From an optimization exercise on the open Yosys and OpenROAD flow, aimed at small area; shortcuts taken in it are not production practice.
The RTL was checked by simulation tests, not by an equivalence proof against the original design.
Power figures rest on the tool's default switching activity, not on a simulated workload.

// top_book_vending
module top_book_vending(clk, sw9, sw8, sw7, sw6, sw5, sw4, sw3, sw2, sw1 , sw0, btn3, btn2, btn1, btn0 , seg5, seg4, seg3, seg2, seg1, seg0);
Size in the first run: roughly 41 flip-flops, ~57 I/O pins, ~3900 µm² of cells after synthesis.
==> flow/config.mk <==
export PLATFORM = sky130hd
export DESIGN_NAME = top_book_vending
export DESIGN_NICKNAME = top_book_vending
export VERILOG_FILES = /design/flow/design.v
export SDC_FILE = /design/flow/constraint.sdc
export NUM_CORES = 4
export LEC_CHECK = 0
export ABC_AREA = 1
export CAP_MARGIN = 20
export CORE_MARGIN = 2
export CORE_UTILIZATION = 60
export SLEW_MARGIN = 20
==> flow/constraint.sdc <==
create_clock -name core_clock -period 20.0 [get_ports {clk}]
set_input_delay 4.0000 -clock core_clock [delete_from_list [all_inputs] [get_ports {clk}]]
set_output_delay 4.0000 -clock core_clock [all_outputs]
set_load 0.01 [all_outputs]
standard.sh (not shown) runs the stock make flow with config.mk's settings and CLKGATE_MAP_FILE= SYNTH_SCRIPT=/design/flow/synth_recipe.tcl, a recipe that flattens the netlist after the stock synthesis.
==> flow/flow/run.sh <==
#!/bin/bash
# Own layout flow: the standard ORFS flow (standard.sh) with three changes that
# only change how the layout is made:
#  1. synthesis maps all the logic with a stronger ABC area script (flow/area.abc);
#     everything else in synthesis, registers included, is the standard synthesis;
#  2. every input and output port is buffered with the smallest buffer (buf_1);
#  3. the clock tree uses small clock buffers and no dummy loads.
# Each tool's output goes to a log file of its own in this folder and in orfs/logs.
set -euo pipefail
W=$(pwd)
F=$W/flow

# 1. synthesis: ORFS's synth.tcl with our ABC script in place of the area/speed one
sed 's#log_cmd abc {\*}$abc_args#log_cmd abc {*}[lreplace $abc_args 1 1 '"$F"'/area.abc]#' \
    "$FLOW_HOME/scripts/synth.tcl" > "$W/own_synth_core.tcl"
grep -q "$F/area.abc" "$W/own_synth_core.tcl"
sed 's#$::env(SCRIPTS_DIR)/synth.tcl#'"$W"'/own_synth_core.tcl#' "$W/synth_recipe.tcl" > "$W/own_synth.tcl"
grep -q own_synth_core "$W/own_synth.tcl"
# (ADDER_MAP_FILE empty: no full/half-adder cells are extracted before ABC, so ABC maps all the logic)
sed 's#SYNTH_SCRIPT=[^ ]*#SYNTH_SCRIPT='"$W"'/own_synth.tcl ADDER_MAP_FILE=#' "$W/standard.sh" > "$W/own_standard.sh"
grep -q own_synth.tcl "$W/own_standard.sh"

# 2. and 3. through ORFS's own variables
export BUFFER_PORTS_ARGS="-buffer_cell sky130_fd_sc_hd__buf_1"
export CTS_ARGS="-sink_clustering_enable -repair_clock_nets -dont_use_dummy_load -sink_clustering_size 50 -sink_clustering_max_diameter 300 -root_buf sky130_fd_sc_hd__clkbuf_8 -buf_list {sky130_fd_sc_hd__clkbuf_8 sky130_fd_sc_hd__clkbuf_16}"

bash "$W/own_standard.sh" finish > "$W/flow_make.log" 2>&1
==> flow/flow/area.abc <==
strash
&get -n
&deepsyn -T 30
&put
dch -f
amap
strash
&get -n
&deepsyn -T 30
&put
dch -f
amap
topo
Change:
--- a/flow/design.v
+++ b/flow/design.v
@@ -91,18 +91,18 @@
     reg [3:0] ch;             
     reg [3:0] c1, c0;         
     reg [3:0] qh;             
     reg [3:0] q0;             
     reg [3:0] th;             
     reg [3:0] t3, t2, t1;     
     reg [1:0] t0h;            
     wire [3:0] t0 = {t0h, t1[0], 1'b0};
-    reg [2:0] m;
-    wire prev_buy = m[2] & m[1];
+    reg [2:0] m;              
+    reg       prev_buy;       
     wire [3:0] B = {btn3, btn2, btn1, btn0};
     wire c3 = ch[3] & ch[1];                                     
     wire [3:0] c2 = {ch[3] & ~ch[1], ch[2], ch[1] & ~ch[3], ch[0]};
     wire q2 = qh[3] & (qh[2] | qh[1]);                           
     wire [3:0] q1 = q2 ? {2'b00, qh[2], qh[0]} : qh;
     wire t5 = th[3] & (th[2] | th[1]);                           
     wire [3:0] t4 = t5 ? {2'b00, th[2], th[0]} : th;
     wire [1:0] ck = {sw6, sw5};
@@ -200,42 +200,42 @@
     wire b2 = ~lge72;
     wire [4:0] w2x = {1'b0, s2} - b2;
     wire b3 = w2x[4];
     wire [3:0] w2 = b3 ? w2x + 5'd10 : w2x;
     wire [4:0] w3x = {1'b0, s3} - 5'd1 - b3;
     wire b4 = w3x[4];
     wire [3:0] w3 = b4 ? w3x + 5'd10 : w3x;
     wire [3:0] wh = sh - 5'd13 - b4;           
-    wire m0 = m[2] & ~m[1] & ~m[0];
+    wire m0 = m[2] & ~m[0];
     wire buy = (B == 4'b1110) & ~sw0 & ~prev_buy;
     always @(posedge clk) begin
+        prev_buy <= (B == 4'b1110);
         if (B == 4'b0111) m <= 3'b100;
         else if (B == 4'b1011) m <= 3'b001;
         else if (B == 4'b1101) m <= 3'b010;
-        else if (B == 4'b1110) m <= {2'b11, sw0};
-        else if (prev_buy) m <= {m[0], 1'b0, m[0]};
+        else if (B == 4'b1110) m <= {sw0, 1'b0, sw0};
         if (m0 | buy) begin
             th <= m0 ? 4'd0 : wrap ? wh : sh[3:0];
             t3 <= m0 ? 4'd0 : wrap ? w3 : s3;
             t2 <= m0 ? 4'd0 : wrap ? w2 : s2;
         end
         if (m0 | (buy & wrap)) begin
             t1 <= m0 ? 4'd0 : w1;
             t0h <= m0 ? 2'd0 : w0h;
         end
     end
     localparam [6:0] BAR = 7'b0111111,
                      L_C = 7'b0100111, L_N = 7'b0101011, L_Q = 7'b0011000,
                      L_T = 7'b0000111, L_Y = 7'b0010001, L_F = 7'b0001110,
                      L_I = 7'b1111001, L_BN = 7'b1001000, L_S = 7'b0010010,
                      L_H = 7'b0001001;
     wire m1 = m[0];              
-    wire m2 = m[1] & ~m[2];
-    wire m4 = m[2] & m[0];
+    wire m2 = m[1];
+    wire m4 = m[2];              
     wire tz4 = (th == 4'd0);
     wire tz3 = tz4 & (t3 == 4'd0);
     wire tz2 = tz3 & (t2 == 4'd0);
     wire tz1 = tz2 & (t1 == 4'd0);
     wire [3:0] dd0 = m0 ? 4'd15 : m4 ? 4'd12 : m1 ? c0 : m2 ? q0 : t0;
     wire [3:0] dd1 = m0 ? 4'd11 : m4 ? 4'd5 : m1 ? (cz1 ? 4'd15 : c1) : m2 ? (qz1 ? 4'd15 : q1) : (tz1 ? 4'd15 : t1);
     wire [3:0] dd2 = m0 ? 4'd11 : m4 ? 4'd1 : m1 ? (cz2 ? 4'd15 : c2) : m2 ? (q2 ? 4'd1 : 4'd15) : (tz2 ? 4'd15 : t2);
     wire [3:0] dd3 = m0 ? 4'd11 : m4 ? 4'd14 : m2 ? 4'd12 : m1 ? (c3 ? 4'd1 : 4'd15) : (tz3 ? 4'd15 : t3);
What happened: Wire length rises slightly. Die area falls by a few percent. Synthesized area falls by a few percent. Clock-buffer cell count stays the same. Via count falls slightly. Combinational power falls by a quarter to a third.

[static timing again, ports no longer ideal]
No port has a modelled driver above. Below, the same layouts with a new extraction and two added sets of constraints. Step 1 (the two cells are an assumption about what drives the block):
set clk [get_ports {clk}]
set_driving_cell -lib_cell sky130_fd_sc_hd__clkbuf_16 $clk
set_driving_cell -lib_cell sky130_fd_sc_hd__buf_2 [delete_from_list [all_inputs] $clk]
Step 2 also shifts input and output timing later by t, the mid clock arrival at the registers, as if the neighbouring blocks saw the same clock. Three values: ideal, step 1, step 2; two values: the first two.
| run | t (ns) | setup WS [ns] | hold slack, ns | worst register clock-pin slew, ns |
|---|---|---|---|---|
| the first run | 0.320 | 11.881 / 11.881 / 11.881 | 0.636 / 0.636 / 0.636 | 0.09 / 0.09 |
| the second run | 0.324 | 12.429 / 12.396 / 12.720 | 0.506 / 0.506 / 0.506 | 0.08 / 0.08 |
After both steps setup and hold are still met in every run listed.
